This design comes from an exercise in tuning for small area on the open sky130 flow, not from production work. At most, simulation tests tie the RTL to the original design; equivalence was not proved.

==> flow/design.v <==
module FIFO_Buffer
(input clk, rst,
 input [7:0] Data_in,
 input val, grant,
 output ret,
 output [7:0] head,    
 output v              
 );
reg [7:0] m0, m1, m2, m3;
reg [1:0] p_reg;       
reg       r_reg;       
reg [2:0] occ;
reg       v_reg;
wire       full   = occ[2];
wire       nempty = |occ;
wire [1:0] rd = p_reg + {1'b0, r_reg};
wire [1:0] wr = rd + occ[1:0];
wire write = val & ~full;
wire read  = nempty & grant;
always @(posedge clk)
	if (write)
		case (wr)
			2'd0: m0 <= Data_in;
			2'd1: m1 <= Data_in;
			2'd2: m2 <= Data_in;
			default: m3 <= Data_in;
		endcase
always @(posedge clk, posedge rst)
	if (rst) begin
		p_reg <= 2'd0;
		r_reg <= 1'b0;
		occ <= 3'd0;
		v_reg <= 1'b0;
	end else begin
		p_reg <= rd;
		r_reg <= read;
		v_reg <= nempty;
		if (write & ~read) occ <= occ + 1'b1;
		if (read & ~write) occ <= occ - 1'b1;
	end
assign head = (p_reg == 2'd0) ? m0 : (p_reg == 2'd1) ? m1 : (p_reg == 2'd2) ? m2 : m3;
assign v = v_reg;
assign ret = full;
endmodule
module block_input
(input [1:0] X_cur, Y_cur,
 input [3:0] addr,
 output [4:0] req
 );
wire [1:0] xd = addr[1:0];
wire [1:0] yd = addr[3:2];
wire xe = (xd == X_cur);
assign req[0] = xe & (yd == Y_cur);
assign req[1] = (xd > X_cur);
assign req[2] = (xd < X_cur);
assign req[3] = xe & (yd > Y_cur);
assign req[4] = xe & (yd < Y_cur);
endmodule
module switch
(input clk, rst,
 input [1:0] X_cur, Y_cur,
 input [7:0] In_L, In_N, In_E, In_S, In_W,
 input [4:0] v,                  
 input [4:0] full,               
 output [4:0] grant,
 output [7:0] Out_L, Out_N, Out_E, Out_S, Out_W
 );
reg [2:0] count;
reg [2:0] sel [0:4];             
function [4:0] dec;              
	input [2:0] c;
	dec = {c[2] & ~c[1], c[1] & ~c[0], ~c[2] & c[1], ~c[1] & c[0], ~c[2] & ~c[0]};
endfunction
wire [7:0] In [0:4];
assign In[0] = In_L; assign In[1] = In_N; assign In[2] = In_E; assign In[3] = In_S; assign In[4] = In_W;
wire [4:0] cp = dec(count);
wire [3:0] addr = ({4{cp[0]}} & In_L[3:0]) | ({4{cp[1]}} & In_N[3:0]) | ({4{cp[2]}} & In_E[3:0]) |
                  ({4{cp[3]}} & In_S[3:0]) | ({4{cp[4]}} & In_W[3:0]);
wire rv = |(cp & v);
wire [4:0] rq;                   
block_input RT(.X_cur(X_cur), .Y_cur(Y_cur), .addr(addr), .req(rq));
wire [4:0] hit = {5{rv}} & {rq[2], rq[4], rq[1], rq[3], rq[0]};
wire [4:0] ds [0:4];             
wire [4:0] dsT [0:4];            
genvar o, p;
generate
	for (o = 0; o < 5; o = o + 1) begin : g_dec
		assign ds[o] = dec(sel[o]);
		for (p = 0; p < 5; p = p + 1) begin : g_p
			assign dsT[p][o] = ds[o][p];
		end
	end
endgenerate
reg [4:0] rf;
wire [4:0] gnt_c;
generate
	for (p = 0; p < 5; p = p + 1) begin : g_gnt
		assign gnt_c[p] = |(rf & dsT[p]);
	end
endgenerate
always @(posedge clk, posedge rst)
	if (rst)
		count <= 3'b000;
	else
		count <= {count[1:0], ~(count[2] | count[1])};
wire [2:0] sel_d = count | {3{~rv}};
always @(posedge clk) begin
	rf <= ~full;
	if (hit[0] | ~rv) sel[0] <= sel_d;
	if (hit[1] | ~rv) sel[1] <= sel_d;
	if (hit[2] | ~rv) sel[2] <= sel_d;
	if (hit[3] | ~rv) sel[3] <= sel_d;
	if (hit[4] | ~rv) sel[4] <= sel_d;
end
assign grant = gnt_c;
wire [7:0] Out [0:4];
generate
	for (o = 0; o < 5; o = o + 1) begin : g_out
		wire [4:0] e = ds[o] & v;
		assign Out[o] = ({8{e[0]}} & In[0]) | ({8{e[1]}} & In[1]) | ({8{e[2]}} & In[2]) |
		                ({8{e[3]}} & In[3]) | ({8{e[4]}} & In[4]);
	end
endgenerate
assign Out_L = Out[0]; assign Out_N = Out[1]; assign Out_E = Out[2]; assign Out_S = Out[3]; assign Out_W = Out[4];
endmodule
module router_5p
(input clk,rst,
 input [1:0] X_address , Y_address,
 input [7:0]Data_in_L, Data_in_N, Data_in_S, Data_in_E, Data_in_W,
 output [7:0]Data_out_L, Data_out_N, Data_out_S, Data_out_E, Data_out_W,
 input val_in_L, val_in_N, val_in_S, val_in_E, val_in_W,
 output ret_in_L, ret_in_N, ret_in_S, ret_in_E, ret_in_W,
 input ret_out_L, ret_out_N, ret_out_S, ret_out_E, ret_out_W,
 output val_out_L, val_out_N, val_out_S, val_out_E, val_out_W
    );
wire [7:0] In_L, In_N, In_E, In_S, In_W;
wire [4:0] v, grant;    
FIFO_Buffer INPUT_L(.clk(clk), .rst(rst), .Data_in(Data_in_L), .val(val_in_L), .grant(grant[0]), .ret(ret_in_L), .head(In_L), .v(v[0]));
FIFO_Buffer INPUT_N(.clk(clk), .rst(rst), .Data_in(Data_in_N), .val(val_in_N), .grant(grant[1]), .ret(ret_in_N), .head(In_N), .v(v[1]));
FIFO_Buffer INPUT_E(.clk(clk), .rst(rst), .Data_in(Data_in_E), .val(val_in_E), .grant(grant[2]), .ret(ret_in_E), .head(In_E), .v(v[2]));
FIFO_Buffer INPUT_S(.clk(clk), .rst(rst), .Data_in(Data_in_S), .val(val_in_S), .grant(grant[3]), .ret(ret_in_S), .head(In_S), .v(v[3]));
FIFO_Buffer INPUT_W(.clk(clk), .rst(rst), .Data_in(Data_in_W), .val(val_in_W), .grant(grant[4]), .ret(ret_in_W), .head(In_W), .v(v[4]));
switch SW(.clk(clk), .rst(rst), .X_cur(X_address), .Y_cur(Y_address),
	.In_L(In_L), .In_N(In_N), .In_E(In_E), .In_S(In_S), .In_W(In_W),
	.v(v), .full({ret_out_W, ret_out_S, ret_out_E, ret_out_N, ret_out_L}), .grant(grant),
	.Out_L(Data_out_L), .Out_N(Data_out_N), .Out_E(Data_out_E), .Out_S(Data_out_S), .Out_W(Data_out_W));
assign val_out_L = ~ret_out_L & (|Data_out_L);
assign val_out_N = ~ret_out_N & (|Data_out_N);
assign val_out_E = ~ret_out_E & (|Data_out_E);
assign val_out_S = ~ret_out_S & (|Data_out_S);
assign val_out_W = ~ret_out_W & (|Data_out_W);
endmodule
Settings: LEC_CHECK=0, CAP_MARGIN=20, CORE_MARGIN=2, CORE_UTILIZATION=40, CTS_CLUSTER_DIAMETER=120, CTS_CLUSTER_SIZE=30, GPL_TIMING_DRIVEN=0, PLACE_DENSITY=0.6, SLEW_MARGIN=20; clock period 5.0 ns.
standard.sh (not shown) runs the stock make flow with config.mk's settings and CLKGATE_MAP_FILE= SYNTH_SCRIPT=/design/flow/synth_recipe.tcl, a recipe that flattens the netlist after the stock synthesis.
==> flow/flow/run.sh <==
#!/bin/bash
# Standard layout (standard.sh) with these changes:
#  - ABC maps the logic for area: flow/abc_map.script replaces ORFS's abc_speed.script
#    in a copy of ORFS's scripts folder; the rest of the synthesis is unchanged.
#  - the port buffers use the smallest buffer cell.
#  - adders are left to ABC (no ADDER_MAP_FILE), as the rest of the logic.
#  - clock tree: clusters of up to 30 sinks within 120 um, a clkbuf_4 root, no dummy loads.
set -euo pipefail
rm -rf myscripts
cp -r "$FLOW_HOME/scripts" myscripts
cp flow/abc_map.script myscripts/abc_speed.script
export SCRIPTS_DIR="$PWD/myscripts"
export BUFFER_PORTS_ARGS="-buffer_cell sky130_fd_sc_hd__buf_1"
export ADDER_MAP_FILE=""
export CTS_ARGS="-sink_clustering_enable -repair_clock_nets -sink_clustering_size 30 -sink_clustering_max_diameter 120 -dont_use_dummy_load -root_buf sky130_fd_sc_hd__clkbuf_4"
bash standard.sh > standard_flow.log 2>&1
==> flow/flow/abc_map.script <==
strash
&get -n
&st
&synch2
&dch -f
&put
amap
topo
Then changed:
--- a/flow/design.v
+++ b/flow/design.v
@@ -7,40 +7,46 @@
  output v              
  );
 reg [7:0] m0, m1, m2, m3;
 reg [1:0] p_reg;       
 reg       r_reg;       
-reg [2:0] occ;
-reg       v_reg;
-wire       full   = occ[2];
-wire       nempty = |occ;
-wire [1:0] rd = p_reg + {1'b0, r_reg};
-wire [1:0] wr = rd + occ[1:0];
+reg [1:0] wr;
+reg       full, nempty, v_reg;
+wire [1:0] rd     = r_reg ? {p_reg[0], ~p_reg[1]} : p_reg;
+wire [1:0] rd_inc = {rd[0], ~rd[1]};
+wire [1:0] wp     = nempty ? wr : rd;
+wire [1:0] wp_inc = {wp[0], ~wp[1]};
 wire write = val & ~full;
 wire read  = nempty & grant;
 always @(posedge clk)
 	if (write)
-		case (wr)
-			2'd0: m0 <= Data_in;
-			2'd1: m1 <= Data_in;
-			2'd2: m2 <= Data_in;
+		case (wp)
+			2'b00: m0 <= Data_in;
+			2'b01: m1 <= Data_in;
+			2'b11: m2 <= Data_in;
 			default: m3 <= Data_in;
 		endcase
+always @(posedge clk) begin
+	p_reg <= rd;
+	r_reg <= read;
+	wr <= write ? wp_inc : wp;
+end
 always @(posedge clk, posedge rst)
 	if (rst) begin
-		p_reg <= 2'd0;
-		r_reg <= 1'b0;
-		occ <= 3'd0;
-		v_reg <= 1'b0;
+		full <= 1'b0; nempty <= 1'b0; v_reg <= 1'b0;
 	end else begin
-		p_reg <= rd;
-		r_reg <= read;
 		v_reg <= nempty;
-		if (write & ~read) occ <= occ + 1'b1;
-		if (read & ~write) occ <= occ - 1'b1;
+		if (read & ~write) begin
+			full <= 1'b0;
+			nempty <= (rd_inc != wr);
+		end
+		if (write & ~read) begin
+			nempty <= 1'b1;
+			full <= (wp_inc == rd);
+		end
 	end
-assign head = (p_reg == 2'd0) ? m0 : (p_reg == 2'd1) ? m1 : (p_reg == 2'd2) ? m2 : m3;
+assign head = (p_reg == 2'b00) ? m0 : (p_reg == 2'b01) ? m1 : (p_reg == 2'b11) ? m2 : m3;
 assign v = v_reg;
 assign ret = full;
 endmodule
 module block_input
 (input [1:0] X_cur, Y_cur,
- The changed run finished clean
- first-iteration DRC count rises by a few percent
- setup slack improved by 0.091 ns
- die area falls slightly
- maximum frequency rises slightly
- cell area falls slightly
- count of clock-buffer cells in the layout is unchanged
- clock skew falls by 0.035 ns
- global-route usage rises by 0.34 points
- cell count rises slightly
- non-clock buffer count falls by 1
Function not checked in the second run of this note: the RTL went through the layout flow alone.

* * *

router_5p, a different RTL version from the one above (not shown whole).
For scale: ~820 cells after synthesis, roughly 110 I/O pins, ~9700 µm² of cells after synthesis.
==> module switch, before the edit <==
module switch
(input clk, rst,
 input [1:0] X_cur, Y_cur,
 input [7:0] In_L, In_N, In_E, In_S, In_W,
 input [4:0] v,                  
 input [4:0] full,               
 output [4:0] grant,
 output [7:0] Out_L, Out_N, Out_E, Out_S, Out_W
 );
reg [2:0] count;
reg [2:0] sel [0:4];             
function [4:0] dec;              
	input [2:0] c;
	dec = {c[2] & ~c[1], c[1] & ~c[0], ~c[2] & c[1], ~c[1] & c[0], ~c[2] & ~c[0]};
endfunction
wire [7:0] In [0:4];
assign In[0] = In_L; assign In[1] = In_N; assign In[2] = In_E; assign In[3] = In_S; assign In[4] = In_W;
wire [4:0] cp = dec(count);
wire [3:0] addr = ({4{cp[0]}} & In_L[3:0]) | ({4{cp[1]}} & In_N[3:0]) | ({4{cp[2]}} & In_E[3:0]) |
                  ({4{cp[3]}} & In_S[3:0]) | ({4{cp[4]}} & In_W[3:0]);
wire rv = |(cp & v);
wire [4:0] rq;                   
block_input RT(.X_cur(X_cur), .Y_cur(Y_cur), .addr(addr), .req(rq));
wire [4:0] hit = {5{rv}} & {rq[2], rq[4], rq[1], rq[3], rq[0]};
wire [4:0] ds [0:4];             
wire [4:0] dsT [0:4];            
genvar o, p;
generate
	for (o = 0; o < 5; o = o + 1) begin : g_dec
		assign ds[o] = dec(sel[o]);
		for (p = 0; p < 5; p = p + 1) begin : g_p
			assign dsT[p][o] = ds[o][p];
		end
	end
endgenerate
reg [4:0] rf;
wire [4:0] gnt_c;
generate
	for (p = 0; p < 5; p = p + 1) begin : g_gnt
		assign gnt_c[p] = |(rf & dsT[p]);
	end
endgenerate
always @(posedge clk, posedge rst)
	if (rst)
		count <= 3'b000;
	else
		count <= {count[1:0], ~(count[2] | count[1])};
wire [2:0] sel_d = count | {3{~rv}};
always @(posedge clk) begin
	rf <= ~full;
	if (hit[0] | ~rv) sel[0] <= sel_d;
	if (hit[1] | ~rv) sel[1] <= sel_d;
	if (hit[2] | ~rv) sel[2] <= sel_d;
	if (hit[3] | ~rv) sel[3] <= sel_d;
	if (hit[4] | ~rv) sel[4] <= sel_d;
end
assign grant = gnt_c;
wire [7:0] Out [0:4];
generate
	for (o = 0; o < 5; o = o + 1) begin : g_out
		wire [4:0] e = ds[o] & v;
		assign Out[o] = ({8{e[0]}} & In[0]) | ({8{e[1]}} & In[1]) | ({8{e[2]}} & In[2]) |
		                ({8{e[3]}} & In[3]) | ({8{e[4]}} & In[4]);
	end
endgenerate
assign Out_L = Out[0]; assign Out_N = Out[1]; assign Out_E = Out[2]; assign Out_S = Out[3]; assign Out_W = Out[4];
endmodule
clock: 5.0 ns
lec_check: 0
cap_margin: 20
core_margin: 2
core_utilization: 40
cts_cluster_diameter: 100
cts_cluster_size: 25
gpl_timing_driven: 0
place_density: 0.6
slew_margin: 20
==> flow/flow/run.sh <==
#!/bin/bash
# Standard layout (standard.sh) with two changes:
#  - ABC maps the logic for area: flow/abc_map.script replaces ORFS's abc_speed.script
#    in a copy of ORFS's scripts folder; the rest of the synthesis is unchanged.
#  - the port buffers use the smallest buffer cell.
set -euo pipefail
rm -rf myscripts
cp -r "$FLOW_HOME/scripts" myscripts
cp flow/abc_map.script myscripts/abc_speed.script
export SCRIPTS_DIR="$PWD/myscripts"
export BUFFER_PORTS_ARGS="-buffer_cell sky130_fd_sc_hd__buf_1"
bash standard.sh > standard_flow.log 2>&1
Scripts as last shown in full above: flow/flow/abc_map.script
Then changed:
--- a/flow/design.v
+++ b/flow/design.v
@@ -67,6 +67,7 @@
  );
 reg [2:0] count;
 reg [2:0] sel [0:4];             
+reg [4:0] gnt;
 function [4:0] dec;              
 	input [2:0] c;
 	dec = {c[2] & ~c[1], c[1] & ~c[0], ~c[2] & c[1], ~c[1] & c[0], ~c[2] & ~c[0]};
@@ -91,11 +92,12 @@
 		end
 	end
 endgenerate
-reg [4:0] rf;
-wire [4:0] gnt_c;
+wire [4:0] keep = ~full & ~hit;
+wire       hnew = |(hit & ~full);
+wire [4:0] gnt_n;
 generate
 	for (p = 0; p < 5; p = p + 1) begin : g_gnt
-		assign gnt_c[p] = |(rf & dsT[p]);
+		assign gnt_n[p] = rv & ((cp[p] & hnew) | (|(keep & dsT[p])));
 	end
 endgenerate
 always @(posedge clk, posedge rst)
@@ -103,16 +105,15 @@
 		count <= 3'b000;
 	else
 		count <= {count[1:0], ~(count[2] | count[1])};
-wire [2:0] sel_d = count | {3{~rv}};
 always @(posedge clk) begin
-	rf <= ~full;
-	if (hit[0] | ~rv) sel[0] <= sel_d;
-	if (hit[1] | ~rv) sel[1] <= sel_d;
-	if (hit[2] | ~rv) sel[2] <= sel_d;
-	if (hit[3] | ~rv) sel[3] <= sel_d;
-	if (hit[4] | ~rv) sel[4] <= sel_d;
+	gnt <= gnt_n;
+	sel[0] <= hit[0] ? count : {3{~rv}} | sel[0];
+	sel[1] <= hit[1] ? count : {3{~rv}} | sel[1];
+	sel[2] <= hit[2] ? count : {3{~rv}} | sel[2];
+	sel[3] <= hit[3] ? count : {3{~rv}} | sel[3];
+	sel[4] <= hit[4] ? count : {3{~rv}} | sel[4];
 end
-assign grant = gnt_c;
+assign grant = gnt;
 wire [7:0] Out [0:4];
 generate
 	for (o = 0; o < 5; o = o + 1) begin : g_out
Outcome: Routed wire length rises by a few percent; worst hold slack improved by 42 ps; worst setup slack improved by 250 ps; clock-buffer cell count does not change; utilization rises by 0.30 points; maximum frequency rises by a few percent; via count rises by a little under a tenth; area after synthesis rises slightly; final cell count rises by a few percent; sequential share of layout area falls by 2.0 points; cell area rises slightly.

afterwards: timing with drivers on the ports:
No port has a modelled driver above. Below, the same layouts with a new extraction and two added sets of constraints.
Step 1: set_driving_cell puts a clkbuf_16 on clk and a buf_2 on each other input, an assumption about the parent block.
Step 2 moves the port delays by t, midway between the first and last clock arrival at a register: inputs arrive t later, outputs are due t later. That takes back most of the time a late clock gives input paths.
a / b / c = ideal / step 1 / step 2; a / b = the first two.
run	t (ns)	setup WS [ns]	hold slack, ns	cell pins on the clock port's net
the first run of note 1	0.632	0.173 / 0.134 / 0.766	0.177 / 0.157 / 0.528	1
the second run of note 1	0.626	0.264 / 0.226 / 0.852	0.416 / 0.397 / 0.453	1
the first run of note 2	0.524	0.186 / 0.134 / 0.659	0.434 / 0.434 / 0.434	1
the second run of note 2	0.524	0.439 / 0.390 / 0.531	0.476 / 0.476 / 0.476	1
After both steps every run listed still meets setup and hold.
